What follows belongs to an exercise in optimizing a design on an open flow for small area; a production flow would make more cautious choices.
In this exercise RTL edits were held to simulation tests only and were not proved equivalent to the original.
No activity file was given, so power comes from the tool's default toggle rates.

===== flow/design.v =====
module MusicBox(clk,rst,out,debug,control);
input  clk,rst;
input  [7:0] control;
output out;
output [7:0] debug;
reg out;
reg [3:0]  clk_dur;
reg [2:0]  clk_tune;
reg [14:0] cnt;
reg [6:0]  pos;
reg [12:0] tune;
function [2:0] inc3;
  input [2:0] x;
  integer i;
  reg c;
  begin
    c = 1'b1;
    for (i = 0; i < 3; i = i + 1) begin
      inc3[i] = x[i] ^ c;
      c = c & x[i];
    end
  end
endfunction
function [3:0] inc4;
  input [3:0] x;
  integer i;
  reg c;
  begin
    c = 1'b1;
    for (i = 0; i < 4; i = i + 1) begin
      inc4[i] = x[i] ^ c;
      c = c & x[i];
    end
  end
endfunction
function [6:0] inc7;
  input [6:0] x;
  integer i;
  reg c;
  begin
    c = 1'b1;
    for (i = 0; i < 7; i = i + 1) begin
      inc7[i] = x[i] ^ c;
      c = c & x[i];
    end
  end
endfunction
function [14:0] inc15;
  input [14:0] x;
  integer i;
  reg c;
  begin
    c = 1'b1;
    for (i = 0; i < 15; i = i + 1) begin
      inc15[i] = x[i] ^ c;
      c = c & x[i];
    end
  end
endfunction
function [12:0] inc13;
  input [12:0] x;
  integer i;
  reg c;
  begin
    c = 1'b1;
    for (i = 0; i < 13; i = i + 1) begin
      inc13[i] = x[i] ^ c;
      c = c & x[i];
    end
  end
endfunction
function [1:0] inc2;
  input [1:0] x;
  inc2 = {x[1] ^ x[0], ~x[0]};
endfunction
reg [3:0] ti;
always @(*)
  case (pos)
      7'd0: ti = 4'd1;
      7'd1: ti = 4'd2;
      7'd2: ti = 4'd3;
      7'd3: ti = 4'd0;
      7'd4: ti = 4'd3;
      7'd5: ti = 4'd0;
      7'd6: ti = 4'd3;
      7'd7: ti = 4'd4;
      7'd8: ti = 4'd5;
      7'd9: ti = 4'd0;
      7'd10: ti = 4'd5;
      7'd11: ti = 4'd0;
      7'd12: ti = 4'd5;
      7'd13: ti = 4'd6;
      7'd14: ti = 4'd4;
      7'd15: ti = 4'd0;
      7'd16: ti = 4'd4;
      7'd17: ti = 4'd0;
      7'd18: ti = 4'd3;
      7'd19: ti = 4'd2;
      7'd20: ti = 4'd2;
      7'd21: ti = 4'd3;
      7'd22: ti = 4'd0;
      7'd23: ti = 4'd0;
      7'd32: ti = 4'd1;
      7'd33: ti = 4'd2;
      7'd34: ti = 4'd3;
      7'd35: ti = 4'd0;
      7'd36: ti = 4'd3;
      7'd37: ti = 4'd0;
      7'd38: ti = 4'd3;
      7'd39: ti = 4'd4;
      7'd40: ti = 4'd5;
      7'd41: ti = 4'd0;
      7'd42: ti = 4'd5;
      7'd43: ti = 4'd0;
      7'd44: ti = 4'd5;
      7'd45: ti = 4'd6;
      7'd46: ti = 4'd4;
      7'd47: ti = 4'd0;
      7'd48: ti = 4'd4;
      7'd49: ti = 4'd0;
      7'd50: ti = 4'd3;
      7'd51: ti = 4'd2;
      7'd52: ti = 4'd2;
      7'd53: ti = 4'd3;
      7'd54: ti = 4'd0;
      7'd55: ti = 4'd0;
      7'd64: ti = 4'd1;
      7'd65: ti = 4'd2;
      7'd66: ti = 4'd3;
      7'd67: ti = 4'd0;
      7'd68: ti = 4'd3;
      7'd69: ti = 4'd0;
      7'd70: ti = 4'd3;
      7'd71: ti = 4'd5;
      7'd72: ti = 4'd6;
      7'd73: ti = 4'd0;
      7'd74: ti = 4'd6;
      7'd75: ti = 4'd0;
      7'd76: ti = 4'd6;
      7'd77: ti = 4'd7;
      7'd78: ti = 4'd8;
      7'd79: ti = 4'd0;
      7'd80: ti = 4'd8;
      7'd81: ti = 4'd0;
      7'd82: ti = 4'd7;
      7'd83: ti = 4'd6;
      7'd84: ti = 4'd7;
      7'd85: ti = 4'd3;
      7'd86: ti = 4'd0;
      7'd87: ti = 4'd0;
      7'd96: ti = 4'd3;
      7'd97: ti = 4'd4;
      7'd98: ti = 4'd5;
      7'd99: ti = 4'd0;
      7'd100: ti = 4'd5;
      7'd101: ti = 4'd0;
      7'd102: ti = 4'd6;
      7'd103: ti = 4'd0;
      7'd104: ti = 4'd7;
      7'd105: ti = 4'd3;
      7'd106: ti = 4'd0;
      7'd107: ti = 4'd0;
      7'd108: ti = 4'd3;
      7'd109: ti = 4'd5;
      7'd110: ti = 4'd4;
      7'd111: ti = 4'd0;
      7'd112: ti = 4'd4;
      7'd113: ti = 4'd0;
      7'd114: ti = 4'd3;
      7'd115: ti = 4'd2;
      7'd116: ti = 4'd3;
    default: ti = 4'd0;
  endcase
reg [12:0] tone;
always @(*)
  case (ti)
      4'd1: tone = 13'd4584;
      4'd2: tone = 13'd3822;
      4'd3: tone = 13'd3405;
      4'd4: tone = 13'd3034;
      4'd5: tone = 13'd2865;
      4'd6: tone = 13'd2551;
      4'd7: tone = 13'd2273;
      4'd8: tone = 13'd2148;
    default: tone = 13'd0;
  endcase
assign debug = tone[7:0];
wire fin   = (pos == 7'd117);
wire split = (pos == 7'd22) | (pos == 7'd54) | (pos == 7'd86) | (pos == 7'd106);
wire rest  = (ti == 4'd0);
wire ge3   = clk_dur[3] | clk_dur[2] | (clk_dur[1] & clk_dur[0]);
wire ge4   = clk_dur[3] | clk_dur[2];
wire ge6   = clk_dur[3] | (clk_dur[2] & clk_dur[1]);
wire ge12  = clk_dur[3] & clk_dur[2];
reg  tick;
always @(*)
  case (control[7:4])
    4'b1110: tick = ge3;
    4'b1101: tick = ge4;
    4'b1011: tick = ge6;
    4'b0111: tick = ge12;
    default: tick = ge4;
  endcase
wire ev    = (clk_tune == 3'd4);
wire last  = cnt[14] & cnt[13];
wire eq    = &(tune | ~tone);
always @(posedge clk or negedge rst)
  if (!rst) begin
    clk_dur <= 0; clk_tune <= 0;
  end else begin
    clk_dur <= tick ? 4'd0 : inc4(clk_dur);
    clk_tune <= ev ? 3'd0 : inc3(clk_tune);
  end
always @(posedge clk or negedge rst)
  if (!rst) begin
    cnt <= 0; pos <= 0;
  end else if (tick) begin
    cnt <= last ? {14'd0, split} : inc15(cnt);
    if (last) if (!fin) pos <= (pos[4:0] == 5'd23) ? {inc2(pos[6:5]), 5'd0} : inc7(pos);
  end
always @(posedge clk or negedge rst)
  if (!rst) begin
    tune <= 0; out <= 1'b1;
  end else begin
    if (last | (ev & eq)) tune <= 0;
    else if (ev) tune <= inc13(tune);
    if (rest) out <= 1'b1;
    else if (!last & ev & eq) out <= ~out;
  end
endmodule

===== flow/run.sh =====
#!/bin/bash
# synth_recipe.tcl (not shown) runs the flow's synth.tcl, then flattens the netlist and writes it again
# the make line also repeats each setting of config.mk as NAME=value (left out here)
make -C /OpenROAD-flow-scripts/flow DESIGN_CONFIG=/design/flow/config.mk WORK_HOME=/design/flow/orfs CLKGATE_MAP_FILE= SYNTH_SCRIPT=/design/flow/synth_recipe.tcl finish

===== flow/config.mk =====
export PLATFORM = sky130hd
export DESIGN_NAME = MusicBox
export DESIGN_NICKNAME = MusicBox
export VERILOG_FILES = /design/flow/design.v
export SDC_FILE = /design/flow/constraint.sdc
export NUM_CORES = 4
export LEC_CHECK = 0
export CAP_MARGIN = 20
export CORE_MARGIN = 2
export CORE_UTILIZATION = 40
export SLEW_MARGIN = 20

===== flow/constraint.sdc =====
create_clock -name core_clock -period 10.0 [get_ports {clk}]
set_input_delay 2.0000 -clock core_clock [delete_from_list [all_inputs] [get_ports {clk}]]
set_output_delay 2.0000 -clock core_clock [all_outputs]
set_load 0.01 [all_outputs]

==> PnR_summary.wiki, run 1 <==
{| class="wikitable"
! Metric !! Value
|-
| Core area || roughly 8100 um2
|-
| Count of flip-flops with a built-in enable after synthesis || 0
|-
| Actual slew at the worst max-slew pin || roughly 960 ps
|-
| Cell variety after synth || 67
|-
| Number of hold buffers added after CTS || 0
|-
| Maximum number of pins on one net before global-route repair || 44
|-
| Synthesized netlist cell count || ~360
|-
| Boundary Pins || 19
|-
| Seq cells post-synth || 43
|-
| Hold Fails Final Rpt || 0
|-
| Post-route ant nets || 0
|-
| Kind of cell adding the most delay to the critical path || buffers and inverters
|-
| Final RePlAce weighted congestion || about 0.85
|-
| Clock transition at the registers of the reported paths || roughly 80 ps
|-
| Layout cells sized above 1 || 0.0776
|-
| Run status || no timing/DRC/antenna violations
|-
| Die area || 8970 um2
|-
| Diodes inserted || 0
|-
| Rows || 33
|-
| Via total after detailed routing || between 2000 and 3000
|-
| Critical setup path kind || register to output pin
|-
| Reg area || between 1000 and 1500 um2
|-
| Hold slack || 441 ps
|-
| Grt total ovfl || 0
|-
| Synth warnings || 1
|-
| Number of buffer and inverter stages on the critical path || 4
|-
| Total power divided by cell area || 166 nW/um2
|-
| Launch instance of the worst min-delay path || clk_dur[0]$_DFF_PN0_
|-
| DRC Markers || 0
|-
| Multi-input combinational cell area || approximately 2000 um2
|-
| Ordered cell list for the critical path || inv_1 -> ha_1 -> inv_1 -> o21ai_0 -> nand3_1 -> a31oi_2 -> inv_1 -> ha_1 -> or2b_1 -> a21oi_1 -> clkdlybuf4s50_1
|-
| Internal reg-to-reg setup slack || approximately 5600 ps
|-
| Starting density of the core || 0.407
|-
| Required time at the worst-slack endpoint || 8000 ps
|-
| Syn avg cell area || about 9.2 um2
|-
| Filler instances || roughly 810
|-
| Count of cells resized by post-cts repair || 0
|-
| Util after Layout || 0.440
|-
| Maximum clock frequency || about 170 MHz
|-
| Post-route fraction of the period consumed by the critical path || 0.600
|-
| Maximum fanout encountered on the critical timing path || 22
|-
| Worst slew margin relative to its limit || 0.358
|-
| Startpoint type of the worst setup path || register
|-
| Simple-gate share of the synthesized area || 0.195
|-
| Dominant combinational cell family by area after synthesis || compound AO/OA/AOI/OAI gates
|-
| Share of the synthesized netlist area taken by xor and xnor gates || 0.00798
|-
| Multiplexer fraction of the synthesized cell area || 0.0319
|-
| Number of pins with negative max-slew slack in the final report || 0
|-
| Insertion delay of the later-clocked pin in the worst-skew pair || about 300 ps
|-
| Critical path endpoint category || output pin
|-
| WP data arrival || ~4000 ps
|-
| Wire length of the first global-routing pass || roughly 11 mm
|-
| Number of clock sinks || 43
|-
| Most repeated library cell on the critical path || inv_1
|-
| Number of buffers added for setup after CTS || 0
|-
| Number of global-route vias before repair || 2373
|-
| Share of the synthesized area in compound gates (AO/OA/AOI/OAI) || 0.195
|-
| Clock tree from TritonCTS || done
|-
| Number of setup violations in the final report || 0
|-
| X dimension of the die || roughly 95 um
|-
| H-tree levels || 2
|-
| Synth-to-Final Area Change || 8.13%
|-
| Post-synth net total || slightly above 400
|-
| CTS Buffer Depth || 2
|-
| Leading cell types in the layout, fill and taps excluded || nand2_1 (54), ha_1 (48), dfrtp_1 (42)
|-
| Max cap viols || 0
|-
| Stage delay of the slowest cell on the critical path || 780 ps
|-
| Slowest stage cell on the critical path || dfrtp_1
|-
| Post-Route Skew || 12.8 ps
|-
| Leakage power total || about 1.7 nW
|-
| Total Neg Setup Slack || 0 ps
|-
| First-pass iteration count of the detailed router || 4
|-
| Total clock buffers created by CTS || 5
|-
| Post-synthesis cell area || 3290 um2
|-
| Average routed wire per standard cell || 13.9 um
|-
| CTS root buffer || clkbuf_8
|-
| Total length of routed wires || 6.49 mm
|-
| Post-layout nets || around 420
|-
| Peak supply drop || ~55 uV
|-
| Quantity of I/O buffers inserted on ports || 14
|-
| First-iteration detailed-routing DRC count || 80
|-
| Worst R2R Start || pos[2]$_DFFE_PN0P_
|-
| Adder-cell share of the synthesized area || 0.182
|-
| Half-perimeter wire length after placement || roughly 4.6 mm
|-
| Min-delay worst type || register to register
|-
| Total Routing Usage GR || 0.158
|-
| Dominant register cell in the synthesized netlist || dfrtp_1
|-
| Launching element of the worst setup path || pos[2]$_DFFE_PN0P_
|-
| Sequential fraction of the synthesis area || 0.327
|-
| Die span in y || between 90 and 100 um
|-
| Synth async-reset ratio || 1.00
|-
| Per-cell via count in the routed design || 5.40
|-
| Leading cell type in the layout, fill and taps excluded || nand2_1
|-
| RSZ-0062 raised after global routing || false
|-
| Number of antenna violations at the first check in global routing || 0
|-
| Fin crit period || 6000 ps
|}
kinds of logic (layout without fill, tap and decap cells):
kind of cell / Yosys count / count (layout)
flip-flops: 43 / 43
multiplexers: 10 / 10
XOR/XNOR: 3 / 3
AND/OR/NAND/NOR: 126 / 126
buffers and inverters: 34 / 38
adder cells (fa/ha/maj): 48 / 48
AO/OA/AOI/OAI: 93 / 93
final timing paths:
kind / cells past startpoint / end
min in group asynchronous: 1 / cnt[10]$_DFFE_PN0N_
setup / recovery: 11 / debug[3]
setup reg to reg: 15 / tune[0]$_DFFE_PN0P_
hold / removal: 1 / clk_dur[0]$_DFF_PN0_
max in group asynchronous: 1 / tune[1]$_DFFE_PN0P_
hold reg to reg: 1 / clk_dur[0]$_DFF_PN0_
layout make-up:
| cell class | count | area share |
|---|---|---|
| Multi-Input combinational cell | 280 | 0.566 |
| Sequential cell | 43 | 0.303 |
| Timing Repair Buffer | 15 | 0.0401 |
| Tap cell | 105 | 0.0369 |
| Clock buffer | 5 | 0.0193 |
| Clock inverter | 3 | 0.0190 |
| Inverter | 15 | 0.0158 |
power breakdown:
group          leakage (nW)  switching, mW  internal, mW
Combinational          1.06          0.104        0.0834
Sequential            0.554         0.0310         0.211
Clock                0.0644         0.0609        0.0996
sequential cells by signal, summed over array words and instances (netlist names):
register,flops
clk_dur,4
pos,7
clk_tune,3
out,1
tune,13
cnt,15
synthesized netlist by cell type, types with 2 or more instances:
master    count  area [um2]
a211o_1       2        17.5
nor3_1        9        45.0
mux2_2        4        45.0
or3_1         3        18.8
nand2b_1      8        50.1
and2_1        4        25.0
ha_1         48         601
a211oi_1      3        22.5
a21oi_2       2        17.5
nor2b_1       5        31.3
o21ai_0      34         170
inv_1        15        56.3
a22o_1       11        96.3
nor2_1       14        52.6
nand3_1       7        35.0
mux2i_1       6        60.1
a21o_1        2        15.0
xnor2_1       2        17.5
dfrtp_1      42        1050
o22ai_1       5        31.3
buf_6         5        56.3
a31oi_1       3        18.8
o21a_1        2        15.0
nand4b_1      3        26.3
a21oi_1      12        60.1
buf_2         2        10.0
nand2_1      54         203
clkbuf_1      6        22.5
buf_4         4        30.0
nor3b_1       3        22.5
routing by layer:
metal | track usage | vias to the layer above | part of all wire
met5 | 0 | - | 0
met4 | 0.0447 | 0 | 0.016
met3 | 0.0239 | 9 | 0.030
met2 | 0.241 | 37 | 0.44
met1 | 0.231 | 1188 | 0.51
li1 | - | 1282 | -
stage by stage:
stage / area (um2) / total power, mW / worst slack (ps) / cells
final: 3560 / 0.590 / 4000 / 466
after global routing: 3560 / 0.646 / 3670 / 466
after detailed placement: 3420 / 0.436 / 4340 / 458
after global placement: 3420 / 0.428 / 4360 / 458
after CTS: 3560 / 0.599 / 4000 / 466
after floorplan: 3290 / 0.383 / 5450 / 357
==> run 2, diff against run 1 <==
==> flow/flow/run.sh (new file) <==
#!/bin/bash
# Own layout flow: the standard flow (standard.sh) with three changes:
#  - synthesis maps logic with an area-oriented ABC script (flow/synth.tcl, flow/area.abc);
#  - port buffers use the smallest buffer cell;
#  - the clock tree uses small clock buffers and no dummy loads.
set -euo pipefail
W=$(pwd)
sed "s#SYNTH_SCRIPT=[^ ]*#SYNTH_SCRIPT=$W/flow/synth.tcl#" standard.sh > own_standard.sh
bash own_standard.sh \
  "BUFFER_PORTS_ARGS=-buffer_cell sky130_fd_sc_hd__buf_1" \
  finish > own_flow.log 2>&1
==> flow/flow/area.abc (new file) <==
strash
&get -n
&fraig -x
&put
scorr
dc2
strash
&get -n
&dch -f
&nf -R 1000
&put
==> flow/flow/synth.tcl (new file) <==
# The standard synthesis (synth_recipe.tcl), except for the technology mapping:
# no half/full adder extraction, and ABC maps with the area-oriented script area.abc.
set own_dir [file dirname [file normalize [info script]]]
proc synth {args} { yosys synth -nofsm -noshare {*}$args }
proc abc {args} {
  set i [lsearch -exact $args -script]
  if {$i >= 0} { lset args [expr {$i + 1}] [file join $::own_dir area.abc] }
  yosys abc {*}$args
}
set ::env(ADDER_MAP_FILE) ""
source $::env(SCRIPTS_DIR)/synth.tcl
# left out here: clear keep_hierarchy, flatten, clean up, hide names made inside functions, write 1_2_yosys.v
==> flow/standard.sh (new file) <==
#!/bin/bash
# synth_recipe.tcl (not shown) runs the flow's synth.tcl, then flattens the netlist and writes it again
# the make line also repeats each setting of config.mk as NAME=value (left out here)
make -C /OpenROAD-flow-scripts/flow DESIGN_CONFIG=/design/flow/config.mk WORK_HOME=/design/flow/orfs CLKGATE_MAP_FILE= SYNTH_SCRIPT=/design/flow/synth_recipe.tcl "${@:-finish}"
removed: flow/run.sh
==> run 2 against run 1 <==
  * Sequential power fell by 14%
  * Synthesized area fell by 31%
  * Synthesized cell count fell by 26%
  * Design area is 29% lower
  * Count of clock-buffer cells in the layout rose by 1
  * Still clean
  * Cell count shrank 23%
  * Combinational power is 71% lower
  * Register-to-register slack gained 560 ps
  * Critical endpoint is now debug[7]
==> PnR_summary.wiki, run 2 <==
{| class="wikitable"
! Metric !! Value
|-
| Run status || no timing/DRC/antenna violations
|-
| Stage delay of the slowest cell on the critical path || 600 ps
|-
| Ordered cell list for the critical path || and2_0 -> o21ai_0 -> a21o_1 -> a32oi_1 -> and2_0 -> nor2_1 -> o21ai_0 -> clkinv_1 -> buf_1
|-
| Leading cell type in the layout, fill and taps excluded || dfrtp_1
|-
| Fin crit period || between 5000 and 6000 ps
|-
| Switching share of power || 0.255
|-
| H-tree levels || 2
|-
| Register share of total power || 0.532
|-
| Peak supply drop || 65.7 uV
|-
| Post-layout nets || 296
|-
| Flip-flop count of the largest register, all copies and words added || 15
|-
| Clock group share of total power || 0.332
|-
| Post-route fraction of the period consumed by the critical path || 0.503
|-
| Die span in y || approximately 80 um
|-
| First-iteration detailed-routing DRC count || roughly 130
|-
| Post-route ant nets || 0
|-
| Dominant register cell in the synthesized netlist || dfrtp_1
|-
| Startpoint type of the worst setup path || register
|-
| Half-perimeter wire length after placement || 3.31 mm
|-
| Total clock buffers created by CTS || 5
|-
| Grt total ovfl || 0
|-
| Boundary Pins || 19
|-
| Critical path endpoint category || output pin
|-
| Clock tree from TritonCTS || done
|-
| Share of total power in combinational logic || 0.137
|-
| Number of clock sinks || between 40 and 50
|-
| Dominant combinational cell family by area after synthesis || simple AND/OR/NAND/NOR gates
|-
| Synth-to-Final Area Change || 11.1%
|-
| Multiplexer fraction of the synthesized cell area || 0.00932
|-
| Required time at the worst-slack endpoint || ~8000 ps
|-
| Post-synthesis cell area || around 2300 um2
|-
| Insertion delay of the later-clocked pin in the worst-skew pair || about 290 ps
|-
| Leading cell types in the layout, fill and taps excluded || dfrtp_1 (42), nor2_1 (41), a21oi_1 (26)
|-
| Number of global-route vias before repair || approximately 1800
|-
| Synth warnings || 1
|-
| Reg area || 1080 um2
|-
| CTS Buffer Depth || 2
|-
| Minimum setup slack in the final design || between 4000 and 5000 ps
|-
| Maximum fanout encountered on the critical timing path || 13
|-
| Internal power || 292 uW
|-
| Actual slew at the worst max-slew pin || roughly 930 ps
|-
| Most common library cells after synthesis || dfrtp_1 (42), nor2_1 (41), a21oi_1 (26)
|-
| Die area || about 6300 um2
|-
| Wire length of the first global-routing pass || approximately 8.5 mm
|-
| Switch Pwr || between 100 and 150 uW
|-
| Share of the synthesized area in compound gates (AO/OA/AOI/OAI) || 0.176
|-
| Syn avg cell area || just under 9 um2
|-
| Number of antenna violations at the first check in global routing || 0
|-
| Sequential fraction of the synthesis area || 0.472
|-
| RSZ-0062 raised after global routing || false
|-
| Multi-input combinational cell area || about 1200 um2
|-
| Number of cells in the design after placement || about 350
|-
| Depth of the worst hold-timing path || 1
|-
| Core area || ~5500 um2
|-
| Total Power || slightly below 400 uW
|-
| Register bank with the most flops || cnt
|-
| Number of pins with negative max-slew slack in the final report || 0
|-
| Number of buffers added for setup after CTS || 0
|-
| Number of hold buffers added after CTS || 0
|-
| Simple-gate share of the synthesized area || 0.272
|-
| Final RePlAce weighted congestion || 0.843
|-
| Total Routing Usage GR || 0.168
|-
| Synth async-reset ratio || 1.00
|-
| Average routed wire per standard cell || 13.0 um
|-
| Depth of the worst register-to-register path || 16
|-
| Total power divided by cell area || between 150 and 200 nW/um2
|-
| Worst slew margin relative to its limit || 0.381
|-
| Leakage power total || between 1 and 1.5 nW
|-
| Synthesized netlist cell count || 264
|-
| Maximum clock frequency || 199 MHz
|-
| Starting density of the core || 0.414
|-
| Post-synth top area share || 0.461
|-
| Number of buffer and inverter stages on the critical path || 2
|-
| Maximum number of pins on one net before global-route repair || 44
|-
| Critical setup path kind || register to output pin
|-
| Seq cells post-synth || between 40 and 50
|-
| Count of cells resized by post-cts repair || 0
|-
| Dominant cell by count in the synthesized netlist || dfrtp_1
|-
| Max cap viols || 0
|-
| Cell taking the most area after synthesis || dfrtp_1
|-
| Share of the synthesized netlist area taken by xor and xnor gates || 0.0537
|-
| Total number of cells along the worst setup path || 9
|-
| Filler instances || 544
|-
| X dimension of the die || around 80 um
|-
| First-pass iteration count of the detailed router || 4
|-
| Top area cells in the synthesized netlist || dfrtp_1 (46%), nor2_1 (6.7%), a21oi_1 (5.7%), nor3_1 (4.6%), xnor2_1 (4.6%)
|-
| Total Neg Setup Slack || 0 ps
|-
| Biggest registers after layout || cnt: 15 flops, tune: 13 flops, pos: 7 flops
|-
| Worst slack, placed || 4690 ps
|-
| Quantity of I/O buffers inserted on ports || 14
|-
| Non-filler instance count after layout || 358
|-
| Rows || 27
|-
| Post-Route Skew || ~7.3 ps
|-
| Hold slack || about 450 ps
|-
| Clock transition at the registers of the reported paths || 80 ps
|-
| Internal reg-to-reg setup slack || between 6000 and 7000 ps
|-
| Hold Fails Final Rpt || 0
|-
| Total length of routed wires || around 4.6 mm
|-
| Number of setup violations in the final report || 0
|-
| Diodes inserted || 0
|-
| CTS root buffer || clkbuf_8
|-
| Adder-cell share of the synthesized area || 0
|-
| Layout cells sized above 1 || 0.0315
|-
| Slowest stage cell on the critical path || dfrtp_1
|-
| Count of flip-flops with a built-in enable after synthesis || 0
|-
| WP data arrival || 3030 ps
|-
| Cell variety after synth || 38
|-
| Min-delay worst type || register to register
|-
| Per-cell via count in the routed design || between 5 and 6
|-
| Via total after detailed routing || 1936
|-
| Kind of cell adding the most delay to the critical path || compound AO/OA/AOI/OAI gates
|-
| Post-synth net total || approximately 270
|-
| DRC Markers || 0
|}
-- run 2: changes by cell type after synthesis, sizes merged, moves of 15 or more --
| cell | before | now |
|---|---|---|
| ha | 48 | 0 |
| inv | 15 | 0 |
| nand2 | 54 | 22 |
| nor2 | 14 | 41 |
| o21ai | 35 | 14 |
-- run 2: power by group through the flow --
stage                     Combinational, mW  Clock [mW]  Sequential, mW
final                                0.0537       0.130           0.208
after global routing                 0.0652       0.141           0.213
after CTS                            0.0554       0.135           0.209
after detailed placement             0.0538           0           0.212
after global placement               0.0524           0           0.211
after floorplan                      0.0423           0           0.209
-- run 2: worst paths after layout --
kind / endpoint / start
worst max register to register: cnt[14]$_DFFE_PN0N_ / clk_dur[1]$_DFF_PN0_
min in group asynchronous: clk_tune[1]$_DFF_PN0_ / rst
worst min-delay path: clk_dur[0]$_DFF_PN0_ / clk_dur[0]$_DFF_PN0_
worst min register to register: clk_dur[0]$_DFF_PN0_ / clk_dur[0]$_DFF_PN0_
worst max-delay path: debug[7] / pos[1]$_DFFE_PN0P_
max in group asynchronous: cnt[14]$_DFFE_PN0N_ / rst
-- run 2: kinds of logic after synthesis --
group	Yosys count
AND/OR/NAND/NOR	129
AO/OA/AOI/OAI	66
flip-flops	43
XOR/XNOR	14
buffers and inverters	10
multiplexers	2
-- run 2: layout make-up --
cell class                 instances  share of cell area
multi-input combinational        211               0.460
tap                               72              0.0355
clock inverter                     1              0.0118
inverter                          10              0.0148
clock buffer                       6              0.0286
timing repair buffer              15              0.0242
sequential                        43               0.425
-- run 2: stage by stage --
stage / instance area [um2] / utilization
2_1_floorplan: 2280 / -
3_3_place_gp: 2430 / 0.442
3_5_place_dp: 2430 / 0.442
4_1_cts: 2540 / 0.461
5_1_grt: 2540 / 0.461
6_report: 2540 / 0.461
-- run 2: worst reg2reg max path, delay by kind of cell (launching register included) --
kind / cells / cell delay, ps
AO/OA/AOI/OAI: 1 / 550
AND/OR/NAND/NOR: 15 / 2830
flip-flops: 1 / 370
-- run 2: layer usage --
| metal | vias up | track usage | wire length [um] |
|---|---|---|---|
| met5 | - | 0 | 0 |
| met3 | 4 | 0.0339 | 143 |
| li1 | 996 | - | - |
| met1 | 910 | 0.226 | 2260 |
| met2 | 26 | 0.271 | 2160 |
| met4 | 0 | 0.0569 | 70 |
==> run 3, diff against run 2 <==
--- a/flow/flow/run.sh
+++ b/flow/flow/run.sh
@@ -8,4 +8,5 @@
 sed "s#SYNTH_SCRIPT=[^ ]*#SYNTH_SCRIPT=$W/flow/synth.tcl#" standard.sh > own_standard.sh
 bash own_standard.sh \
   "BUFFER_PORTS_ARGS=-buffer_cell sky130_fd_sc_hd__buf_1" \
+  "CTS_ARGS=-sink_clustering_enable -repair_clock_nets -dont_use_dummy_load -buf_list sky130_fd_sc_hd__clkbuf_4" \
   finish > own_flow.log 2>&1
==> run 3 against run 2 <==
  * First-iteration DRC count up 0.75%
  * Register-to-register slack about the same
  * Global-route usage down 0.14 points
  * Design area down 2.6%
  * Via count up 0.21%
  * Cell count down 0.56%
  * Power down 14%
  * Worst setup slack worse by 56 ps
  * Sequential share of layout area up 1.1 points
==> PnR_summary.wiki, run 3 <==
{| class="wikitable"
! Metric !! Value
|-
| Via total after detailed routing || a little under 2000
|-
| Clock tree from TritonCTS || done
|-
| Wire length of the first global-routing pass || ~8.4 mm
|-
| Maximum number of pins on one net before global-route repair || 44
|-
| Leading cell type in the layout, fill and taps excluded || dfrtp_1
|-
| Post-synthesis cell area || around 2300 um2
|-
| Insertion delay of the later-clocked pin in the worst-skew pair || roughly 350 ps
|-
| Worst slew margin relative to its limit || 0.377
|-
| Maximum fanout encountered on the critical timing path || 13
|-
| X dimension of the die || between 70 and 80 um
|-
| Quantity of I/O buffers inserted on ports || 14
|-
| Total power divided by cell area || between 100 and 150 nW/um2
|-
| Total Routing Usage GR || 0.167
|-
| Min-delay worst type || register to register
|-
| Rows || 27
|-
| Max cap viols || 0
|-
| RSZ-0062 raised after global routing || false
|-
| Die span in y || 79.5 um
|-
| Post-layout nets || 296
|-
| Ordered cell list for the critical path || and2_0 -> o31a_1 -> a21oi_1 -> nor2_1 -> a21oi_1 -> nand3_1 -> and2_0 -> nor2_1 -> o21ai_0 -> clkinv_1 -> buf_1
|-
| Critical setup path kind || register to output pin
|-
| Internal reg-to-reg setup slack || approximately 6200 ps
|-
| First-pass iteration count of the detailed router || 4
|-
| Core area || 5510 um2
|-
| Most common library cells after synthesis || dfrtp_1 (42), nor2_1 (41), a21oi_1 (26)
|-
| Synth warnings || 1
|-
| Clock transition at the registers of the reported paths || about 110 ps
|-
| Cell Area, Placed || ~2400 um2
|-
| First-iteration detailed-routing DRC count || 134
|-
| Post-Route Skew || 16.2 ps
|-
| Minimum setup slack in the final design || just under 5000 ps
|-
| Worst slack, placed || 4690 ps
|-
| Actual slew at the worst max-slew pin || 935 ps
|-
| Count of flip-flops with a built-in enable after synthesis || 0
|-
| Kind of cell adding the most delay to the critical path || simple AND/OR/NAND/NOR gates
|-
| Total Power || approximately 340 uW
|-
| Boundary Pins || 19
|-
| Half-perimeter wire length after placement || 3.31 mm
|-
| Stage delay of the slowest cell on the critical path || 540 ps
|-
| Synth async-reset ratio || 1.00
|-
| Number of hold buffers added after CTS || 0
|-
| Post-synth net total || between 200 and 300
|-
| Dominant cell by count in the synthesized netlist || dfrtp_1
|-
| Seq cells post-synth || 43
|-
| CTS Buffer Depth || 2
|-
| Required time at the worst-slack endpoint || approximately 8000 ps
|-
| Startpoint type of the worst setup path || register
|-
| Total length of routed wires || 4.62 mm
|-
| Grt total ovfl || 0
|-
| Number of global-route vias before repair || roughly 1800
|-
| WP data arrival || about 3100 ps
|-
| Hold slack || 456 ps
|-
| Number of buffers added for setup after CTS || 0
|-
| CTS root buffer || clkbuf_4
|-
| Top area cells in the synthesized netlist || dfrtp_1 (46%), nor2_1 (6.7%), a21oi_1 (5.7%), nor3_1 (4.6%), xnor2_1 (4.6%)
|-
| Synthesized netlist cell count || roughly 260
|-
| Leading cell types in the layout, fill and taps excluded || dfrtp_1 (42), nor2_1 (41), a21oi_1 (26)
|-
| Syn avg cell area || around 8.6 um2
|-
| Total Neg Setup Slack || 0 ps
|-
| Register bank with the most flops || cnt
|-
| Flip-flop count of the largest register, all copies and words added || 15
|-
| Post-synth top area share || 0.461
|-
| Synth-to-Final Area Change || 8.28%
|-
| Area of all placed cells without fillers || 2470 um2
|-
| Cell taking the most area after synthesis || dfrtp_1
|-
| Total clock buffers created by CTS || 5
|-
| Cell variety after synth || 38
|-
| Starting density of the core || 0.414
|-
| Dominant register cell in the synthesized netlist || dfrtp_1
|-
| DRC Markers || 0
|-
| Per-cell via count in the routed design || 5.45
|-
| Run status || no timing/DRC/antenna violations
|-
| Die area || ~6300 um2
|-
| Post-route ant nets || 0
|-
| Number of clock sinks || 43
|-
| Final RePlAce weighted congestion || 0.843
|-
| Slowest stage cell on the critical path || dfrtp_1
|-
| Post-route fraction of the period consumed by the critical path || 0.509
|-
| Leakage power total || ~1.0 nW
|-
| Non-filler instance count after layout || around 360
|-
| Fin crit period || 5090 ps
|-
| Number of setup violations in the final report || 0
|-
| Layout cells sized above 1 || 0.0282
|-
| Hold Fails Final Rpt || 0
|-
| Peak supply drop || approximately 47 uV
|-
| Number of cells in the design after placement || between 300 and 400
|-
| Diodes inserted || 0
|-
| Sequential fraction of the synthesis area || 0.472
|-
| Maximum clock frequency || around 200 MHz
|-
| Critical path endpoint category || output pin
|-
| Number of antenna violations at the first check in global routing || 0
|-
| Count of cells resized by post-cts repair || 0
|-
| H-tree levels || 2
|-
| Average routed wire per standard cell || approximately 13 um
|-
| Number of pins with negative max-slew slack in the final report || 0
|-
| Biggest registers after layout || cnt: 15 flops, tune: 13 flops, pos: 7 flops
|-
| Number of buffer and inverter stages on the critical path || 2
|-
| Util after Layout || 0.449
|}
==> run 3: changes by cell type in the layout (fill, tap and decap cells not counted) <==
cell,delta
bufinv_16,-1
clkbuf_8,-5
clkbuf_4,+5
clkbuf_1,-1
==> run 3: final timing paths <==
check                                      from                     to  cells after the start
setup / recovery             pos[1]$_DFFE_PN0P_               debug[7]                     11
hold / removal             clk_dur[0]$_DFF_PN0_   clk_dur[0]$_DFF_PN0_                      1
setup reg to reg           clk_dur[1]$_DFF_PN0_    cnt[14]$_DFFE_PN0N_                     16
hold reg to reg            clk_dur[0]$_DFF_PN0_   clk_dur[0]$_DFF_PN0_                      1
max in group asynchronous                   rst     pos[6]$_DFFE_PN0P_                      1
min in group asynchronous                   rst  clk_tune[1]$_DFF_PN0_                      1
==> run 3: logic make-up after synthesis <==
logic type,count (synthesis),synth area share
flip-flops,43,0.472
AND/OR/NAND/NOR,129,0.272
buffers and inverters,10,0.0164
multiplexers,2,0.00932
XOR/XNOR,14,0.0537
AO/OA/AOI/OAI,66,0.176
==> run 3: routing by layer <==
layer / share of wire / vias up / GRT usage
met3: 0.024 / 5 / 0.0339
met2: 0.46 / 18 / 0.269
met5: 0 / - / 0
li1: - / 988 / -
met4: 0.015 / 0 / 0.0569
met1: 0.50 / 929 / 0.223
==> run 3: power by group <==
part / switching [mW] / internal, mW / total [mW]
clock: 0.0514 / 0.0236 / 0.0750
sequential: 0.0137 / 0.195 / 0.209
combinational: 0.0297 / 0.0238 / 0.0535
total: 0.0947 / 0.242 / 0.337
==> run 3: final cells by class <==
class / count / area, um2
clock buffers: 5 / 37.5
fillers: 549 / 3040
inverters: 10 / 37.5
multi-input cells: 211 / 1170
flip-flops and latches: 43 / 1080
well taps: 72 / 90.1
repair buffers: 15 / 61.3
==> run 4, diff against run 3 <==
--- a/flow/config.mk
+++ b/flow/config.mk
@@ -7,5 +7,5 @@
 export LEC_CHECK = 0
 export CAP_MARGIN = 20
 export CORE_MARGIN = 2
-export CORE_UTILIZATION = 40
+export CORE_UTILIZATION = 60
 export SLEW_MARGIN = 20
==> run 4 against run 3 <==
  * Sequential power barely moved
  * Core utilization rose by 22 points
  * Still clean
  * Flip-flop and latch count did not move
  * Via count fell by 3.6%
  * Combinational power fell by 0.9%
  * Design area fell by 1.2%
  * Non-clock buffer count did not move
  * Power fell by 1.3%
  * Synthesized area did not move
  * Cell count fell by 6.7%
==> PnR_summary.wiki, run 4 <==
{| class="wikitable"
! Metric !! Value
|-
| Dominant combinational cell family by area after synthesis || simple AND/OR/NAND/NOR gates
|-
| Run status || no timing/DRC/antenna violations
|-
| First-iteration detailed-routing DRC count || a little under 200
|-
| Share of the synthesized netlist area taken by xor and xnor gates || 0.0537
|-
| Total Power || about 330 uW
|-
| Synth warnings || 1
|-
| Synthesized netlist cell count || 264
|-
| Startpoint type of the worst setup path || register
|-
| Min-delay worst type || register to register
|-
| Filler instances || around 290
|-
| Worst slew margin relative to its limit || 0.400
|-
| Number of global-route vias before repair || between 1500 and 2000
|-
| Per-cell via count in the routed design || roughly 5.6
|-
| Share of the synthesized area in compound gates (AO/OA/AOI/OAI) || 0.176
|-
| Via total after detailed routing || ~1900
|-
| Final RePlAce weighted congestion || ~0.84
|-
| Leading cell types in the layout, fill and taps excluded || dfrtp_1 (42), nor2_1 (41), a21oi_1 (26)
|-
| H-tree levels || 2
|-
| X dimension of the die || about 66 um
|-
| Max cap viols || 0
|-
| Boundary Pins || 19
|-
| Cell taking the most area after synthesis || dfrtp_1
|-
| Total Routing Usage GR || 0.228
|-
| Total power divided by cell area || 136 nW/um2
|-
| Number of cells in the design after placement || 327
|-
| Number of antenna violations at the first check in global routing || 0
|-
| Starting density of the core || 0.623
|-
| Insertion delay of the later-clocked pin in the worst-skew pair || around 340 ps
|-
| Critical path endpoint category || output pin
|-
| First-pass iteration count of the detailed router || 4
|-
| Post-route fraction of the period consumed by the critical path || 0.511
|-
| CTS root buffer || clkbuf_4
|-
| Cell variety after synth || 38
|-
| Sequential fraction of the synthesis area || 0.472
|-
| Multiplexer fraction of the synthesized cell area || 0.00932
|-
| Hold Fails Final Rpt || 0
|-
| Peak supply drop || between 80 and 90 uV
|-
| Wire length of the first global-routing pass || 7.70 mm
|-
| Average routed wire per standard cell || between 10 and 15 um
|-
| Leading cell type in the layout, fill and taps excluded || dfrtp_1
|-
| CTS Buffer Depth || 2
|-
| Maximum fanout encountered on the critical timing path || 15
|-
| Rows || 22
|-
| Leakage power total || 1.03 nW
|-
| Dominant cell by count in the synthesized netlist || dfrtp_1
|-
| Post-layout nets || 296
|-
| DRC Markers || 0
|-
| Clock transition at the registers of the reported paths || around 120 ps
|-
| Die span in y || 65.7 um
|-
| Half-perimeter wire length after placement || 3.09 mm
|-
| Maximum number of pins on one net before global-route repair || 44
|-
| Post-Route Skew || between 30 and 40 ps
|-
| Actual slew at the worst max-slew pin || roughly 900 ps
|-
| Count of cells resized by post-cts repair || 0
|-
| Reg area || 1080 um2
|-
| Number of buffers added for setup after CTS || 0
|-
| Top area cells in the synthesized netlist || dfrtp_1 (46%), nor2_1 (6.7%), a21oi_1 (5.7%), nor3_1 (4.6%), xnor2_1 (4.6%)
|-
| Maximum clock frequency || between 150 and 200 MHz
|-
| Total length of routed wires || roughly 4.3 mm
|-
| Grt total ovfl || 0
|-
| Flip-flop count of the largest register, all copies and words added || 15
|-
| Util after Layout || 0.667
|-
| Post-synthesis cell area || about 2300 um2
|-
| Required time at the worst-slack endpoint || roughly 8000 ps
|-
| Syn avg cell area || ~8.6 um2
|-
| Biggest registers after layout || cnt: 15 flops, tune: 13 flops, pos: 7 flops
|-
| Layout cells sized above 1 || 0.0282
|-
| Critical setup path kind || register to output pin
|-
| Post-synth net total || approximately 270
|-
| Non-filler instance count after layout || between 300 and 400
|-
| Total Neg Setup Slack || 0 ps
|-
| Fin crit period || just over 5000 ps
|-
| Most common library cells after synthesis || dfrtp_1 (42), nor2_1 (41), a21oi_1 (26)
|-
| Number of pins with negative max-slew slack in the final report || 0
|-
| Synth-to-Final Area Change || 6.96%
|-
| Synth async-reset ratio || 1.00
|-
| Adder-cell share of the synthesized area || 0
|-
| Seq cells post-synth || 43
|-
| Clock tree from TritonCTS || done
|-
| Register bank with the most flops || cnt
|-
| Post-route ant nets || 0
|-
| Count of flip-flops with a built-in enable after synthesis || 0
|-
| WP data arrival || 3110 ps
|-
| Core area || ~3700 um2
|-
| Post-synth top area share || 0.461
|-
| Quantity of I/O buffers inserted on ports || 14
|-
| Diodes inserted || 0
|-
| Dominant register cell in the synthesized netlist || dfrtp_1
|-
| Multi-input combinational cell area || 1170 um2
|-
| Number of clock sinks || 43
|-
| Die area || ~4300 um2
|-
| RSZ-0062 raised after global routing || false
|-
| Total clock buffers created by CTS || 5
|-
| Number of setup violations in the final report || 0
|-
| Number of hold buffers added after CTS || 0
|-
| Simple-gate share of the synthesized area || 0.272
|}
==> run 4: cell counts after synthesis <==
No cell type changed its count.
==> run 4: cell type report <==
cell class | count | share of cell area
Multi-Input combinational cell | 211 | 0.478
Sequential cell | 43 | 0.441
Timing Repair Buffer | 15 | 0.0251
Tap cell | 48 | 0.0246
Clock buffer | 5 | 0.0154
Inverter | 10 | 0.0154
==> run 4: critical path, stage by stage (launching register included) <==
cell and delay, ps:
dfrtp_1 650, nor2b_1 240, mux2i_1 140, o21ai_0 100, a31oi_1 70, nor2_1 110
o22ai_1 90, a32oi_1 390, and2_0 320, nor2_1 100, o21ai_0 300, clkinv_1 120
buf_1 150
==> run 4: metal layers <==
metal / part of all wire / global-route usage / wire length, um
met5: 0 / 0 / 0
met1: 0.51 / 0.302 / 2180
met4: 0.0058 / 0.0885 / 25
met3: 0.031 / 0.0497 / 133
met2: 0.45 / 0.364 / 1960
==> run 4: path summary, 6_finish.rpt <==
| kind | from | endpoint | slack, ps | cells after the start |
|---|---|---|---|---|
| max in group asynchronous | rst | pos[6]$_DFFE_PN0P_ | 7630 | 1 |
| hold / removal | clk_tune[0]$_DFF_PN0_ | clk_tune[0]$_DFF_PN0_ | 450 | 1 |
| hold reg to reg | clk_tune[0]$_DFF_PN0_ | clk_tune[0]$_DFF_PN0_ | 450 | 1 |
| min in group asynchronous | rst | cnt[2]$_DFFE_PN0N_ | 1770 | 1 |
| setup reg to reg | pos[1]$_DFFE_PN0P_ | tune[0]$_DFFE_PN0P_ | 5930 | 16 |
| setup / recovery | pos[0]$_DFFE_PN0P_ | debug[7] | 4890 | 12 |
==> run 4: stage by stage <==
stage	worst slack [ps]	cell area [um2]	hold slack (ps)
2_1_floorplan	5290	2280	420
3_3_place_gp	4760	2400	439
3_5_place_dp	4680	2400	442
4_1_cts	4910	2440	458
5_1_grt	4590	2440	474
6_report	4890	2440	454
==> run 4: cells by family after synthesis <==
kind of cell | Yosys count
AOI/OAI and AO/OA | 66
DFF | 43
and+or+nand+nor | 129
buffers and inverters | 10
muxes | 2
xor gates and xnor gates | 14
==> run 4: where the power goes <==
group | internal [mW] | switching (mW) | total [mW]
clock network | 0.0236 | 0.0473 | 0.0708
logic | 0.0238 | 0.0292 | 0.0530
registers | 0.195 | 0.0140 | 0.209
total | 0.242 | 0.0904 | 0.333
==> run 5, diff against run 4 <==
--- a/flow/config.mk
+++ b/flow/config.mk
@@ -7,5 +7,5 @@
 export LEC_CHECK = 0
 export CAP_MARGIN = 20
 export CORE_MARGIN = 2
-export CORE_UTILIZATION = 60
+export CORE_UTILIZATION = 75
 export SLEW_MARGIN = 20
==> run 5 against run 4 <==
  * Sequential share of layout area rose by 0.34 points
  * Register-to-register slack about the same
  * Worst setup slack gained 6.1 ps
  * Clock power grew 2%
  * Core utilization increased by 15 points
  * Global-route usage rose by 6.6 points
  * Combinational power rose by 3%
  * Wire length increased by 3.1%
  * Critical endpoint is now debug[6]
  * Critical path type unchanged
  * Non-clock buffer count did not move
  * Largest cell class unchanged
  * Largest power group unchanged
  * Worst hold slack improved by 20 ps
==> PnR_summary.wiki, run 5 <==
{| class="wikitable"
! Metric !! Value
|-
| Maximum fanout encountered on the critical timing path || 15
|-
| Sequential fraction of the synthesis area || 0.472
|-
| DRC Markers || 0
|-
| Die area || ~3500 um2
|-
| Flip-flop count of the largest register, all copies and words added || 15
|-
| Synth async-reset ratio || 1.00
|-
| Peak supply drop || between 100 and 150 uV
|-
| Worst slew margin relative to its limit || 0.401
|-
| Slowest stage cell on the critical path || dfrtp_1
|-
| Stage delay of the slowest cell on the critical path || 660 ps
|-
| Number of clock sinks || 43
|-
| WP data arrival || between 3000 and 4000 ps
|-
| Min-delay worst type || register to register
|-
| Seq cells post-synth || 43
|-
| Reg2reg end || tune[0]$_DFFE_PN0P_
|-
| Util after Layout || 0.813
|-
| Clock transition at the registers of the reported paths || around 130 ps
|-
| Hold Fails Final Rpt || 0
|-
| Synth-to-Final Area Change || 6.14%
|-
| Required time at the worst-slack endpoint || roughly 8000 ps
|-
| Total length of routed wires || roughly 4.4 mm
|-
| Grt total ovfl || 0
|-
| Dominant register cell in the synthesized netlist || dfrtp_1
|-
| Number of setup violations in the final report || 0
|-
| Number of buffer and inverter stages on the critical path || 2
|-
| Starting density of the core || 0.766
|-
| Half-perimeter wire length after placement || 3.28 mm
|-
| Layout cells sized above 1 || 0.0282
|-
| Number of hold buffers added after CTS || 0
|-
| Total clock buffers created by CTS || 5
|-
| Leakage power total || 1.03 nW
|-
| Post-synth top area share || 0.461
|-
| Hold Crit Endpoint || clk_dur[0]$_DFF_PN0_
|-
| Register bank with the most flops || cnt
|-
| Total Routing Usage GR || 0.293
|-
| Fin crit period || 5110 ps
|-
| Post-synthesis cell area || between 2000 and 2500 um2
|-
| Internal reg-to-reg setup slack || between 5000 and 6000 ps
|-
| Via total after detailed routing || 1957
|-
| Total Neg Setup Slack || 0 ps
|-
| First-pass iteration count of the detailed router || 4
|-
| Launch instance of the worst min-delay path || clk_dur[0]$_DFF_PN0_
|-
| CTS root buffer || clkbuf_4
|-
| Synthesized netlist cell count || about 260
|-
| Post-Route Skew || a little under 30 ps
|-
| Per-cell via count in the routed design || 6.17
|-
| H-tree levels || 2
|-
| Maximum clock frequency || between 150 and 200 MHz
|-
| Critical path endpoint category || output pin
|-
| Number of buffers added for setup after CTS || 0
|-
| Leading cell type in the layout, fill and taps excluded || dfrtp_1
|-
| Worst slack, placed || around 4700 ps
|-
| Kind of cell adding the most delay to the critical path || compound AO/OA/AOI/OAI gates
|-
| Most common library cells after synthesis || dfrtp_1 (42), nor2_1 (41), a21oi_1 (26)
|-
| Number of antenna violations at the first check in global routing || 0
|-
| Number of pins with negative max-slew slack in the final report || 0
|-
| Clock tree from TritonCTS || done
|-
| Final RePlAce weighted congestion || approximately 0.91
|-
| Insertion delay of the later-clocked pin in the worst-skew pair || roughly 360 ps
|-
| Leading cell types in the layout, fill and taps excluded || dfrtp_1 (42), nor2_1 (41), a21oi_1 (26)
|-
| Cell taking the most area after synthesis || dfrtp_1
|-
| Maximum number of pins on one net before global-route repair || 44
|-
| Filler instances || around 210
|-
| Die span in y || approximately 59 um
|-
| Diodes inserted || 0
|-
| Cell variety after synth || 38
|-
| Biggest registers after layout || cnt: 15 flops, tune: 13 flops, pos: 7 flops
|-
| Boundary Pins || 19
|-
| Ordered cell list for the critical path || nor2b_1 -> mux2i_1 -> o21ai_0 -> a31oi_1 -> nor2_1 -> o22ai_1 -> a32oi_1 -> and2_0 -> nand2_1 -> a21oi_1 -> clkinv_1 -> buf_1
|-
| Hold slack || ~470 ps
|-
| Run status || no timing/DRC/antenna violations
|-
| Core area || just under 3000 um2
|-
| Minimum setup slack in the final design || 4890 ps
|-
| Synth warnings || 1
|-
| First-iteration detailed-routing DRC count || roughly 180
|-
| Count of flip-flops with a built-in enable after synthesis || 0
|-
| Rows || 20
|-
| Wire length of the first global-routing pass || around 7.7 mm
|-
| Count of cells resized by post-cts repair || 0
|-
| Actual slew at the worst max-slew pin || about 900 ps
|-
| Quantity of I/O buffers inserted on ports || 14
|-
| X dimension of the die || approximately 59 um
|-
| RSZ-0062 raised after global routing || false
|-
| Dominant cell by count in the synthesized netlist || dfrtp_1
|-
| Max cap viols || 0
|-
| Worst R2R Start || pos[1]$_DFFE_PN0P_
|-
| CTS Buffer Depth || 2
|-
| Depth of the worst hold-timing path || 1
|-
| Post-route fraction of the period consumed by the critical path || 0.511
|-
| Startpoint type of the worst setup path || register
|-
| Top area cells in the synthesized netlist || dfrtp_1 (46%), nor2_1 (6.7%), a21oi_1 (5.7%), nor3_1 (4.6%), xnor2_1 (4.6%)
|-
| Post-layout nets || 296
|-
| Depth of the worst register-to-register path || 16
|-
| Post-synth net total || ~270
|-
| Post-route ant nets || 0
|-
| Total power divided by cell area || roughly 140 nW/um2
|-
| Syn avg cell area || a little under 9 um2
|-
| Critical setup path kind || register to output pin
|-
| Average routed wire per standard cell || roughly 14 um
|-
| Number of global-route vias before repair || between 1500 and 2000
|}
-- run 5: cell counts in the layout (fill, tap and decap cells not counted) --
Identical to the previous run, type by type.
-- run 5: worst max path at each step --
stage,startpoint,end,slack (ps),cells past startpoint
after global placement,control[6],cnt[14]$_DFFE_PN0N_,4780,16
after detailed placement,control[6],cnt[14]$_DFFE_PN0N_,4710,16
after floorplan,control[7],cnt[14]$_DFFE_PN0N_,5290,15
after CTS,pos[0]$_DFFE_PN0P_,debug[6],4900,12
final,pos[0]$_DFFE_PN0P_,debug[6],4890,12
after global routing,control[6],cnt[14]$_DFFE_PN0N_,4560,16
-- run 5: cell families after synthesis --
kind of cell / Yosys count / synth area share
compound gates: 66 / 0.176
mux: 2 / 0.00932
buf+inv: 10 / 0.0164
flops: 43 / 0.472
simple gates: 129 / 0.272
xor+xnor: 14 / 0.0537
-- run 5: report_power, final --
| part | leakage (nW) | switching, mW | internal (mW) |
|---|---|---|---|
| Clock | 0.0230 | 0.0486 | 0.0235 |
| Combinational | 0.449 | 0.0305 | 0.0238 |
| Sequential | 0.559 | 0.0146 | 0.195 |
| Total | 1.03 | 0.0937 | 0.242 |
-- run 5: area by class of cell --
type                       count  area [um2]  area share
inverter                      10        37.5      0.0155
tap                           33        41.3      0.0170
sequential                    43        1080       0.445
clock buffer                   5        37.5      0.0155
timing repair buffer          15        61.3      0.0253
multi-input combinational    211        1170       0.482
-- run 5: layer usage --
| metal | share of wire | global-route usage |
|---|---|---|
| met5 | 0 | 0 |
| met3 | 0.039 | 0.0677 |
| met2 | 0.48 | 0.467 |
| met4 | 0.015 | 0.101 |
| met1 | 0.47 | 0.399 |
-- run 5: stage by stage --
stage / std cells / power, mW / instance area (um2)
2_1_floorplan: 264 / 0.251 / 2280
3_3_place_gp: 312 / 0.262 / 2380
4_1_cts: 317 / 0.339 / 2420
6_report: 317 / 0.336 / 2420
3_5_place_dp: 312 / 0.268 / 2380
5_1_grt: 317 / 0.357 / 2420
==> run 6, diff against run 5 <==
--- a/flow/flow/run.sh
+++ b/flow/flow/run.sh
@@ -8,5 +8,5 @@
 sed "s#SYNTH_SCRIPT=[^ ]*#SYNTH_SCRIPT=$W/flow/synth.tcl#" standard.sh > own_standard.sh
 bash own_standard.sh \
   "BUFFER_PORTS_ARGS=-buffer_cell sky130_fd_sc_hd__buf_1" \
-  "CTS_ARGS=-sink_clustering_enable -repair_clock_nets -dont_use_dummy_load -buf_list sky130_fd_sc_hd__clkbuf_4" \
+  "CTS_ARGS=-sink_clustering_enable -repair_clock_nets -dont_use_dummy_load -buf_list sky130_fd_sc_hd__clkbuf_8 -sink_clustering_size 50 -sink_clustering_max_diameter 200" \
   finish > own_flow.log 2>&1
--- a/flow/config.mk
+++ b/flow/config.mk
@@ -7,5 +7,5 @@
 export LEC_CHECK = 0
 export CAP_MARGIN = 20
 export CORE_MARGIN = 2
-export CORE_UTILIZATION = 75
+export CORE_UTILIZATION = 40
 export SLEW_MARGIN = 20
==> run 6 against run 5 <==
  * Still clean on timing, DRC and antenna
  * Clock power is 35% higher
  * Critical path depth is 3 lower
  * Synthesized area stayed put
  * Flip-flop and latch count stayed put
  * Global-route usage is 13 points lower
  * Power is 6.9% higher
  * Non-clock buffer count stayed put
  * First-iteration DRC count is 51% lower
  * Clock skew is 16 ps lower
  * Core utilization is 36 points lower
  * Worst setup slack better by 91 ps
  * Critical endpoint is now debug[7]
  * Largest cell class unchanged
  * Highest routed layer unchanged
==> PnR_summary.wiki, run 6 <==
{| class="wikitable"
! Metric !! Value
|-
| Startpoint type of the worst setup path || register
|-
| Max cap viols || 0
|-
| Post-Route Skew || 13.2 ps
|-
| Non-filler instance count after layout || approximately 360
|-
| Synth warnings || 1
|-
| Layout cells sized above 1 || 0.0282
|-
| Actual slew at the worst max-slew pin || 930 ps
|-
| Average routed wire per standard cell || around 13 um
|-
| Hold Fails Final Rpt || 0
|-
| Post-synth net total || about 270
|-
| Insertion delay of the later-clocked pin in the worst-skew pair || just under 300 ps
|-
| Post-synth top area share || 0.461
|-
| Post-route fraction of the period consumed by the critical path || 0.502
|-
| Maximum clock frequency || 199 MHz
|-
| Most common library cells after synthesis || dfrtp_1 (42), nor2_1 (41), a21oi_1 (26)
|-
| Clock tree from TritonCTS || done
|-
| Per-cell via count in the routed design || 5.43
|-
| Leading cell types in the layout, fill and taps excluded || dfrtp_1 (42), nor2_1 (41), a21oi_1 (26)
|-
| Flip-flop count of the largest register, all copies and words added || 15
|-
| Number of hold buffers added after CTS || 0
|-
| Quantity of I/O buffers inserted on ports || 14
|-
| Total power divided by cell area || roughly 140 nW/um2
|-
| Dominant register cell in the synthesized netlist || dfrtp_1
|-
| Cell variety after synth || 38
|-
| Final RePlAce weighted congestion || approximately 0.84
|-
| Highest Signal Layer || met4
|-
| Switch Pwr || approximately 95 uW
|-
| Routed length on met2 || roughly 2.2 mm
|-
| Post-route ant nets || 0
|-
| Boundary Pins || 19
|-
| Biggest registers after layout || cnt: 15 flops, tune: 13 flops, pos: 7 flops
|-
| Total length of routed wires || between 4 and 5 mm
|-
| Required time at the worst-slack endpoint || ~8000 ps
|-
| Post-synthesis cell area || 2280 um2
|-
| Total clock buffers created by CTS || 5
|-
| Worst slew margin relative to its limit || 0.380
|-
| Metal-1 WL || around 2.3 mm
|-
| Switching share of power || 0.266
|-
| Sequential fraction of the synthesis area || 0.472
|-
| Rows || 27
|-
| Internal power || ~260 uW
|-
| Diodes inserted || 0
|-
| Via total after detailed routing || around 1900
|-
| Register share of total power || 0.580
|-
| Area of all placed cells without fillers || about 2500 um2
|-
| Critical path endpoint category || output pin
|-
| First-pass iteration count of the detailed router || 4
|-
| Maximum fanout encountered on the critical timing path || 13
|-
| Clock transition at the registers of the reported paths || 70 ps
|-
| First-iteration detailed-routing DRC count || 87
|-
| Wire length of the first global-routing pass || ~8.3 mm
|-
| Hold slack || around 450 ps
|-
| Count of flip-flops with a built-in enable after synthesis || 0
|-
| Number of global-route vias before repair || around 1800
|-
| Multi-input combinational cell area || between 1000 and 1500 um2
|-
| Starting density of the core || 0.414
|-
| Top area cells in the synthesized netlist || dfrtp_1 (46%), nor2_1 (6.7%), a21oi_1 (5.7%), nor3_1 (4.6%), xnor2_1 (4.6%)
|-
| DRC Markers || 0
|-
| Number of cells in the design after placement || approximately 350
|-
| Reg area || roughly 1100 um2
|-
| Cell taking the most area after synthesis || dfrtp_1
|-
| Syn avg cell area || ~8.6 um2
|-
| Fin crit period || ~5000 ps
|-
| Core area || 5510 um2
|-
| Cell Area, Placed || roughly 2400 um2
|-
| Number of pins with negative max-slew slack in the final report || 0
|-
| Seq cells post-synth || 43
|-
| Die span in y || 79.5 um
|-
| Clock group share of total power || 0.272
|-
| Maximum number of pins on one net before global-route repair || 44
|-
| Number of setup violations in the final report || 0
|-
| WP data arrival || ~3000 ps
|-
| X dimension of the die || around 80 um
|-
| Half-perimeter wire length after placement || approximately 3.3 mm
|-
| Dominant cell by count in the synthesized netlist || dfrtp_1
|-
| Die area || around 6300 um2
|-
| CTS root buffer || clkbuf_8
|-
| Number of antenna violations at the first check in global routing || 0
|-
| Detail Route met3 WL || around 120 um
|-
| Min-delay worst type || register to register
|-
| Count of cells resized by post-cts repair || 0
|-
| Critical setup path kind || register to output pin
|-
| Filler instances || roughly 550
|-
| Leading cell type in the layout, fill and taps excluded || dfrtp_1
|-
| Total Routing Usage GR || 0.166
|-
| Grt total ovfl || 0
|-
| Number of clock sinks || 43
|-
| Leakage power total || approximately 1.0 nW
|-
| Synth-to-Final Area Change || 9.65%
|-
| Total Neg Setup Slack || 0 ps
|-
| Post-layout nets || about 300
|-
| RSZ-0062 raised after global routing || false
|-
| Share of total power in combinational logic || 0.148
|-
| CTS Buffer Depth || 2
|-
| Synth async-reset ratio || 1.00
|-
| Register bank with the most flops || cnt
|-
| Synthesized netlist cell count || around 260
|-
| Number of buffers added for setup after CTS || 0
|-
| Run status || no timing/DRC/antenna violations
|-
| H-tree levels || 2
|-
| Peak supply drop || about 64 uV
|}
==> run 6: cell counts after synthesis <==
No cell type changed its count.
==> run 6: layout make-up <==
| class | instances | area share |
|---|---|---|
| inverter | 10 | 0.0150 |
| multi-input combinational | 211 | 0.467 |
| sequential | 43 | 0.430 |
| timing repair buffer | 15 | 0.0245 |
| tap | 72 | 0.0360 |
| clock buffer | 5 | 0.0275 |
==> run 6: power by group through the flow <==
stage	clock network, mW	registers, mW	logic, mW
3_3_place_gp	0	0.211	0.0524
2_1_floorplan	0	0.209	0.0423
6_report	0.0977	0.209	0.0530
4_1_cts	0.103	0.209	0.0543
5_1_grt	0.109	0.213	0.0641
3_5_place_dp	0	0.212	0.0538
==> run 6: path summary, 6_finish.rpt <==
check,start,to,slack [ps],cells after the start
max,pos[1]$_DFFE_PN0P_,debug[7],4980,9
min,clk_dur[0]$_DFF_PN0_,clk_dur[0]$_DFF_PN0_,450,1
max reg2reg,clk_dur[1]$_DFF_PN0_,cnt[14]$_DFFE_PN0N_,6220,16
min reg2reg,clk_dur[0]$_DFF_PN0_,clk_dur[0]$_DFF_PN0_,450,1
max in group asynchronous,rst,pos[2]$_DFFE_PN0P_,7570,1
min in group asynchronous,rst,cnt[11]$_DFFE_PN0N_,1850,1
==> run 6: cell families after synthesis <==
kind of cell,count (synthesis),share of synthesized area
buffers and inverters,10,0.0164
AND/OR/NAND/NOR,129,0.272
XOR/XNOR,14,0.0537
multiplexers,2,0.00932
AO/OA/AOI/OAI,66,0.176
flip-flops,43,0.472
==> run 6: worst max-delay path: stages, from the launching register on <==
cell and delay, ps:
dfrtp_1 590, and2_0 420, o21ai_0 200, a21o_1 210, a32oi_1 370, and2_0 310, nor2_1 100, o21ai_0 280
clkinv_1 110, buf_1 140
==> run 6: layer usage <==
| metal | global-route usage | vias up |
|---|---|---|
| li1 | - | 986 |
| met1 | 0.221 | 920 |
| met2 | 0.267 | 23 |
| met3 | 0.0339 | 4 |
| met4 | 0.0569 | 0 |
| met5 | 0 | - |
==> run 6: stage by stage <==
| step | worst slack (ps) | util | total power [mW] |
|---|---|---|---|
| 2_1_floorplan | 5290 | - | 0.251 |
| 3_3_place_gp | 4730 | 0.442 | 0.264 |
| 3_5_place_dp | 4690 | 0.442 | 0.266 |
| 4_1_cts | 4980 | 0.454 | 0.366 |
| 5_1_grt | 4500 | 0.454 | 0.385 |
| 6_report | 4980 | 0.454 | 0.359 |
==> run 7, diff against run 6 <==
--- a/flow/flow/run.sh
+++ b/flow/flow/run.sh
@@ -8,5 +8,5 @@
 sed "s#SYNTH_SCRIPT=[^ ]*#SYNTH_SCRIPT=$W/flow/synth.tcl#" standard.sh > own_standard.sh
 bash own_standard.sh \
   "BUFFER_PORTS_ARGS=-buffer_cell sky130_fd_sc_hd__buf_1" \
-  "CTS_ARGS=-sink_clustering_enable -repair_clock_nets -dont_use_dummy_load -buf_list sky130_fd_sc_hd__clkbuf_8 -sink_clustering_size 50 -sink_clustering_max_diameter 200" \
+  "CTS_ARGS=-sink_clustering_enable -repair_clock_nets -dont_use_dummy_load -root_buf sky130_fd_sc_hd__clkbuf_8 -buf_list sky130_fd_sc_hd__clkbuf_4" \
   finish > own_flow.log 2>&1
==> run 7 against run 6 <==
  * Highest routed layer unchanged
  * Clock power about the same
  * Largest power group unchanged
  * Die area is the same
  * Still clean
  * Critical path depth stayed put
  * Critical path type unchanged
  * Global-route usage did not move
==> PnR_summary.wiki, run 7 <==
{| class="wikitable"
! Metric !! Value
|-
| Run status || no timing/DRC/antenna violations
|-
| Worst slew margin relative to its limit || 0.380
|-
| Starting density of the core || 0.414
|-
| Post-route ant nets || 0
|-
| Cell variety after synth || 38
|-
| Boundary Pins || 19
|-
| Count of flip-flops with a built-in enable after synthesis || 0
|-
| Half-perimeter wire length after placement || 3.31 mm
|-
| Seq cells post-synth || 43
|-
| Hold Fails Final Rpt || 0
|-
| Core area || between 5000 and 6000 um2
|-
| Maximum clock frequency || 199 MHz
|-
| Die span in y || 79.5 um
|-
| Critical path endpoint category || output pin
|-
| Total length of routed wires || 4.61 mm
|-
| Via total after detailed routing || 1933
|-
| Insertion delay of the later-clocked pin in the worst-skew pair || a little under 300 ps
|-
| Post-route fraction of the period consumed by the critical path || 0.502
|-
| Clock transition at the registers of the reported paths || ~70 ps
|-
| Number of buffers added for setup after CTS || 0
|-
| Dominant cell by count in the synthesized netlist || dfrtp_1
|-
| Grt total ovfl || 0
|-
| Most common library cells after synthesis || dfrtp_1 (42), nor2_1 (41), a21oi_1 (26)
|-
| Biggest registers after layout || cnt: 15 flops, tune: 13 flops, pos: 7 flops
|-
| Total clock buffers created by CTS || 5
|-
| Register bank with the most flops || cnt
|-
| CTS Buffer Depth || 2
|-
| Actual slew at the worst max-slew pin || roughly 930 ps
|-
| Clock tree from TritonCTS || done
|-
| Rows || 27
|-
| Number of clock sinks || 43
|-
| Diodes inserted || 0
|-
| Min-delay worst type || register to register
|-
| Total power divided by cell area || approximately 140 nW/um2
|-
| Max cap viols || 0
|-
| Sequential fraction of the synthesis area || 0.472
|-
| Cell taking the most area after synthesis || dfrtp_1
|-
| Final RePlAce weighted congestion || between 0.8 and 0.9
|-
| Average routed wire per standard cell || 12.9 um
|-
| Per-cell via count in the routed design || roughly 5.4
|-
| Maximum fanout encountered on the critical timing path || 13
|-
| Minimum setup slack in the final design || between 4000 and 5000 ps
|-
| RSZ-0062 raised after global routing || false
|-
| Die area || 6330 um2
|-
| Worst slack, placed || 4690 ps
|-
| Required time at the worst-slack endpoint || approximately 8000 ps
|-
| Dominant register cell in the synthesized netlist || dfrtp_1
|-
| Quantity of I/O buffers inserted on ports || 14
|-
| First-iteration detailed-routing DRC count || 87
|-
| H-tree levels || 2
|-
| WP data arrival || approximately 3000 ps
|-
| Maximum number of pins on one net before global-route repair || 44
|-
| Startpoint type of the worst setup path || register
|-
| Synth-to-Final Area Change || 9.65%
|-
| Wire length of the first global-routing pass || approximately 8.3 mm
|-
| Post-synth top area share || 0.461
|-
| Total Neg Setup Slack || 0 ps
|-
| Total Power || 359 uW
|-
| Leading cell type in the layout, fill and taps excluded || dfrtp_1
|-
| Share of the synthesized area in compound gates (AO/OA/AOI/OAI) || 0.176
|-
| Dominant combinational cell family by area after synthesis || simple AND/OR/NAND/NOR gates
|-
| Layout cells sized above 1 || 0.0282
|-
| Number of setup violations in the final report || 0
|-
| First-pass iteration count of the detailed router || 4
|-
| Simple-gate share of the synthesized area || 0.272
|-
| Post-layout nets || a little under 300
|-
| Peak supply drop || between 60 and 70 uV
|-
| Adder-cell share of the synthesized area || 0
|-
| Number of hold buffers added after CTS || 0
|-
| Leading cell types in the layout, fill and taps excluded || dfrtp_1 (42), nor2_1 (41), a21oi_1 (26)
|-
| Critical setup path kind || register to output pin
|-
| Synth async-reset ratio || 1.00
|-
| Total Routing Usage GR || 0.166
|-
| Synth warnings || 1
|-
| Top area cells in the synthesized netlist || dfrtp_1 (46%), nor2_1 (6.7%), a21oi_1 (5.7%), nor3_1 (4.6%), xnor2_1 (4.6%)
|-
| DRC Markers || 0
|-
| Syn avg cell area || between 8 and 9 um2
|-
| Synthesized netlist cell count || between 200 and 300
|-
| Number of antenna violations at the first check in global routing || 0
|-
| Post-Route Skew || 13.2 ps
|-
| Fin crit period || about 5000 ps
|-
| CTS root buffer || clkbuf_8
|-
| Post-synthesis cell area || roughly 2300 um2
|-
| Number of pins with negative max-slew slack in the final report || 0
|-
| Number of global-route vias before repair || approximately 1800
|-
| Count of cells resized by post-cts repair || 0
|-
| Leakage power total || between 1 and 1.5 nW
|-
| Flip-flop count of the largest register, all copies and words added || 15
|-
| Hold slack || about 450 ps
|-
| X dimension of the die || between 70 and 80 um
|-
| Post-synth net total || ~270
|-
| Share of the synthesized netlist area taken by xor and xnor gates || 0.0537
|-
| Multiplexer fraction of the synthesized cell area || 0.00932
|}
-- run 7: cell counts in the layout (fill, tap and decap cells not counted) --
No cell type changed its count.
-- run 7: through the flow --
step / area, um2 / instances / util
after floorplan: 2280 / 264 / -
after CTS: 2500 / 356 / 0.454
after detailed placement: 2430 / 351 / 0.442
after global routing: 2500 / 356 / 0.454
after global placement: 2430 / 351 / 0.442
final: 2500 / 356 / 0.454
-- run 7: path summary, 6_finish.rpt --
| path | startpoint | to | slack [ps] | cells past startpoint |
|---|---|---|---|---|
| min | clk_dur[0]$_DFF_PN0_ | clk_dur[0]$_DFF_PN0_ | 450 | 1 |
| max reg2reg | clk_dur[1]$_DFF_PN0_ | cnt[14]$_DFFE_PN0N_ | 6220 | 16 |
| max in group asynchronous | rst | pos[2]$_DFFE_PN0P_ | 7570 | 1 |
| min reg2reg | clk_dur[0]$_DFF_PN0_ | clk_dur[0]$_DFF_PN0_ | 450 | 1 |
| min in group asynchronous | rst | cnt[11]$_DFFE_PN0N_ | 1850 | 1 |
| max | pos[1]$_DFFE_PN0P_ | debug[7] | 4980 | 9 |
-- run 7: layout make-up --
cell class	instances	area, um2
clock buffer	5	68.8
multi-input combinational	211	1170
sequential	43	1080
tap	72	90.1
fill	546	3000
timing repair buffer	15	61.3
inverter	10	37.5
-- run 7: kinds of logic (layout without fill, tap and decap cells) --
kind of cell	count (synthesis)	after routing
flops	43	43
xor+xnor	14	14
mux	2	2
buf+inv	10	30
compound gates	66	66
simple gates	129	129
-- run 7: report_power, final --
group / internal (mW) / switching, mW
Combinational: 0.0238 / 0.0292
Sequential: 0.195 / 0.0135
Clock: 0.0450 / 0.0527
-- run 7: worst max-delay path, cell delays in order (launching register included) --
cell and delay (ps):
dfrtp_1 590, and2_0 420, o21ai_0 200, a21o_1 210, a32oi_1 370, and2_0 310
nor2_1 100, o21ai_0 280, clkinv_1 110, buf_1 140
-- run 7: metal layers --
layer / up-vias / GRT usage / part of all wire
met4: 0 / 0.0569 / 0.014
met3: 4 / 0.0339 / 0.025
met5: - / 0 / 0
li1: 986 / - / -
met1: 920 / 0.221 / 0.49
met2: 23 / 0.267 / 0.47

Setup slack of run 7, layout unchanged: 4.985 ns with ideal ports, 4.956 ns with driving cells assumed (clock clkbuf_16, inputs buf_2), 4.682 ns with port delays also shifted by the 0.311 ns mid clock arrival.
